From an optimization exercise on the open Yosys and OpenROAD flow, aimed at small area, a short achievable clock period and few clock cycles; shortcuts taken in it are not production practice. In this exercise RTL edits were held to simulation tests only and were not proved equivalent to the original. No activity file was given, so power comes from the tool's default toggle rates.

## job 4900
// modular_reduction
module modular_reduction #(
    parameter DATA_WIDTH = 48,
    parameter Q_WIDTH    = 23
) (
    input  wire clk,
    input  wire rst_n,
    input  wire start,
    output reg  done,
    input  wire [DATA_WIDTH-1:0] data_in,
    output wire [Q_WIDTH-1:0]    data_out
);
Size in the first run: about 75 I/O pins, roughly 4700 µm² of cells after synthesis.
clock: 5.0 ns
lec_check: 0
abc_area: 1
cap_margin: 20
core_margin: 2
core_utilization: 40
setup_slack_margin: 0.8
slew_margin: 20
standard.sh (not shown) runs the stock make flow with config.mk's settings and CLKGATE_MAP_FILE= SYNTH_SCRIPT=/design/flow/synth_recipe.tcl, a recipe that flattens the netlist after the stock synthesis.
==> flow/flow/run.sh <==
#!/bin/bash
# Own layout flow: the standard flow (standard synthesis included), with
# plain sky130_fd_sc_hd__buf_1 cells as the port buffers instead of the
# buffer that buffer_ports picks by itself (a 0.5 ns clkdlybuf4s50_1).
set -euo pipefail
bash standard.sh "BUFFER_PORTS_ARGS=-buffer_cell sky130_fd_sc_hd__buf_1" finish > standard.log 2>&1
Testbench counts of job 4900, summed over its fixed seeds: cycles 16,000.
Here is what was changed in the inputs of job 501 compared with job 4900.
# job 4900
export LEC_CHECK = 0
export ABC_AREA = 1
export CAP_MARGIN = 20
export CORE_MARGIN = 2
export CORE_UTILIZATION = 40
export SETUP_SLACK_MARGIN = 0.8
export SLEW_MARGIN = 20
create_clock -name core_clock -period 5.0 [get_ports {clk}]
# job 501
export LEC_CHECK = 0
export ABC_CLOCK_PERIOD_IN_PS = 2500
export CAP_MARGIN = 20
export CORE_MARGIN = 2
export CORE_UTILIZATION = 40
export SLEW_MARGIN = 20
create_clock -name core_clock -period 5.0 [get_ports {clk}]
Findings:
Looking at critical path launch point, the data_in[34] result is from job 4900; the data_in[24] one comes from job 501. Looking only at share of the clock period used by the worst path, and setting everything else aside, the lower value of job 4900 and job 501 goes to job 4900. Going from job 4900 to job 501, first-iteration detailed-routing DRC count went down 37%; leakage power went down 14%. Job 501 leaves less setup margin than job 4900. Comparing job 501 against job 4900, there is no change at all in number of max-capacitance violations reported. [compare] base=job 4900 new=job 501: layout-stage area growth over the synthesis result now smaller, mapped cell area now smaller. [compare] base=job 4900 new=job 501: total power down about 4.4%; DRC violation count after routing flat. Looking at largest voltage drop on the vdd net, job 501 sits about 23% lower than job 4900 does.
What job 1403 does differently from job 501 at the input level:
# job 501
export LEC_CHECK = 0
export ABC_CLOCK_PERIOD_IN_PS = 2500
export CAP_MARGIN = 20
export CORE_MARGIN = 2
export CORE_UTILIZATION = 40
export SLEW_MARGIN = 20
create_clock -name core_clock -period 5.0 [get_ports {clk}]
# job 1403
export LEC_CHECK = 0
export CAP_MARGIN = 20
export CORE_MARGIN = 2
export CORE_UTILIZATION = 40
export SETUP_SLACK_MARGIN = 1.5
export SLEW_MARGIN = 20
create_clock -name core_clock -period 5.0 [get_ports {clk}]
[summary]
On total of clock buffers placed in the layout, job 1403 tracks job 501 almost exactly. Multiplexer share of the synthesized area: job 501 vs job 1403 identical. Job 1403 against job 501; routed wire length is up by more than 10%. The minimum clock period after layout in job 1403 was lower than what job 501 gave. Job 1403 vs job 501 — final clock period utilization by the worst path dropped 7.7 points.
## Diff of input files: job 7859 against job 1403
# job 1403
export LEC_CHECK = 0
export CAP_MARGIN = 20
export CORE_MARGIN = 2
export CORE_UTILIZATION = 40
export SETUP_SLACK_MARGIN = 1.5
export SLEW_MARGIN = 20
create_clock -name core_clock -period 5.0 [get_ports {clk}]
# job 7859
export LEC_CHECK = 0
export ABC_AREA = 1
export CAP_MARGIN = 20
export CORE_MARGIN = 2
export CORE_UTILIZATION = 40
export SLEW_MARGIN = 20
create_clock -name core_clock -period 5.0 [get_ports {clk}]
Findings:
Job 1403 has a lower hold slack than job 7859. Job 7859 vs job 1403 on met2 capacity usage during global routing: job 7859 is the lower one. Job 7859 vs job 1403 — placed instance area rose 1.1%. Delta(core occupancy in the finished layout, job 7859 - job 1403) < 0. Count of plain and timing-repair buffers ends up lower on job 7859.

---

modular_reduction, a different RTL version from the one above (not shown whole).
Size: ~400 cells after synthesis, roughly 3600 sq um of cells after synthesis.
export LEC_CHECK = 0
export ABC_AREA = 1
export CAP_MARGIN = 20
export CORE_MARGIN = 2
export CORE_UTILIZATION = 40
export SETUP_SLACK_MARGIN = 0.9
export SLEW_MARGIN = 20
create_clock -name core_clock -period 5.0 [get_ports {clk}]
==> flow/flow/run.sh <==
#!/bin/bash
# Own layout flow: the standard flow with these changes.
#  - Synthesis: the standard flow's synthesis script, except that Yosys's extract_fa runs
#    only inside module fa3 (the RTL's full adder), which is kept as its own
#    module until the final flatten, so every fa3 becomes one
#    sky130_fd_sc_hd__fa_1 and all other logic is left to abc (no half adders
#    and no inverters forced around extracted adders). Everything else,
#    including the final flatten and renaming, is synth_recipe.tcl as given.
#  - If flow/abc.script exists, abc runs it instead of ORFS's abc script.
#  - Port buffers: plain sky130_fd_sc_hd__buf_1 instead of the buffer that
#    buffer_ports picks by itself (a 0.5 ns clkdlybuf4s50_1).
# Each tool's output goes to standard.log (make) and ORFS's own logs.
set -euo pipefail
W=$PWD
S="$FLOW_HOME/scripts/synth.tcl"
grep -q 'extract_fa {\*}\[dont_use_extract_fa_args\]' "$S"
grep -q '^  log_cmd abc {\*}$abc_args$' "$S"
ABC_SED=()
if [[ -f "$W/flow/abc.script" ]]; then
  ABC_SED=(-e "s#^  log_cmd abc {\*}\$abc_args\$#  lset abc_args 1 $W/flow/abc.script\n  log_cmd abc {*}\$abc_args#")
fi
sed -e 's/extract_fa {\*}\[dont_use_extract_fa_args\]/extract_fa -fa fa3/' "${ABC_SED[@]}" \
  "$S" > "$W/own_synth_body.tcl"
sed "s#source \$::env(SCRIPTS_DIR)/synth.tcl#source $W/own_synth_body.tcl#" \
  "$W/synth_recipe.tcl" > "$W/own_synth.tcl"
grep -q "own_synth_body.tcl" "$W/own_synth.tcl"
bash standard.sh "SYNTH_SCRIPT=$W/own_synth.tcl" "SYNTH_KEEP_MODULES=fa3" \
  "BUFFER_PORTS_ARGS=-buffer_cell sky130_fd_sc_hd__buf_1" finish > standard.log 2>&1
==> flow/flow/abc.script <==
&get -n
&st
&dch
&nf -a
&put
topo
stime -c
buffer -c
upsize -c
dnsize -c
Testbench counts at the start, summed over its fixed seeds: cycles 16,000.
==> next run, changes <==
==> flow/flow/abc.script (replaced) <==
strash
dch
map -a
topo
stime -c
buffer -c
upsize -c
dnsize -c
Settings changed: SETUP_SLACK_MARGIN 0.9 to 0.8.
Outcome: The changed run went through all stages and came out clean. Clock-buffer cell count fell by 1. Global-route usage decreases by 0.13 points. Sequential power is lower by about 9%. Total power goes down by 13%. Die area grows by 0.80%. Area after synthesis is higher by 0.84%. Combinational power is lower by about 15%. Via count rises by about 14%. Synthesized cell count increases by about 30%.
==> next run, changes <==
==> flow/flow/abc.script (replaced) <==
&get -n
&st
&dch
&nf -a
&put
topo
stime -c
buffer -c
upsize -c
dnsize -c
Settings changed: SETUP_SLACK_MARGIN 0.8 to 0.7.
Result: Fmax rose by 0.56%; sequential share of layout area rises by 0.53 points; setup slack improved by 23 ps; total power rose by 10%; clock-buffer cell count climbs by 1; core utilization is lower by 1.6 points; cell area fell by 3.9%; worst hold slack gains 9.5 ps; routed wire length fell by 3.8%; sequential power increases by 8.5%; non-clock buffer count decreases by 3.

[static timing again, ports no longer ideal]
The results above use ideal ports. As a check the final layouts listed here were re-extracted and re-timed, cells and wires unchanged.
Step 1 assumes that a clkbuf_16 drives the clock port and a buf_2 every other input.
Step 2 adds t to the input delays and takes it off the output delays; t is the mean of the earliest and latest rising clock arrival at the registers after step 1. Input paths then give back, and output paths get back, about the clock's delay inside the block.
a / b / c = no drivers / after step 1 / after step 2; a / b = the first two.
run | t, ns | slack for setup (ns) | worst setup path at the end
job 4900 | 0.289 | 0.952 / 0.967 / 0.680 | input to register
job 501 | 0.300 | 0.348 / 0.350 / 0.050 | input to register
job 1403 | 0.296 | 0.732 / 0.711 / 0.415 | input to register
job 7859 | 0.289 | 0.604 / 0.565 / 0.511 | input to register
the first run of note 2 | 0.295 | 1.029 / 1.034 / 0.738 | input to register
the second run of note 2 | 0.299 | 0.895 / 0.884 / 0.604 | input to register
the third run of note 2 | 0.294 | 0.918 / 0.924 / 0.630 | input to register
After both steps every run listed still meets setup and hold. The setup slack of job 1403, which loses most, moves by -0.021 ns with the drivers and by -0.317 ns with both steps.
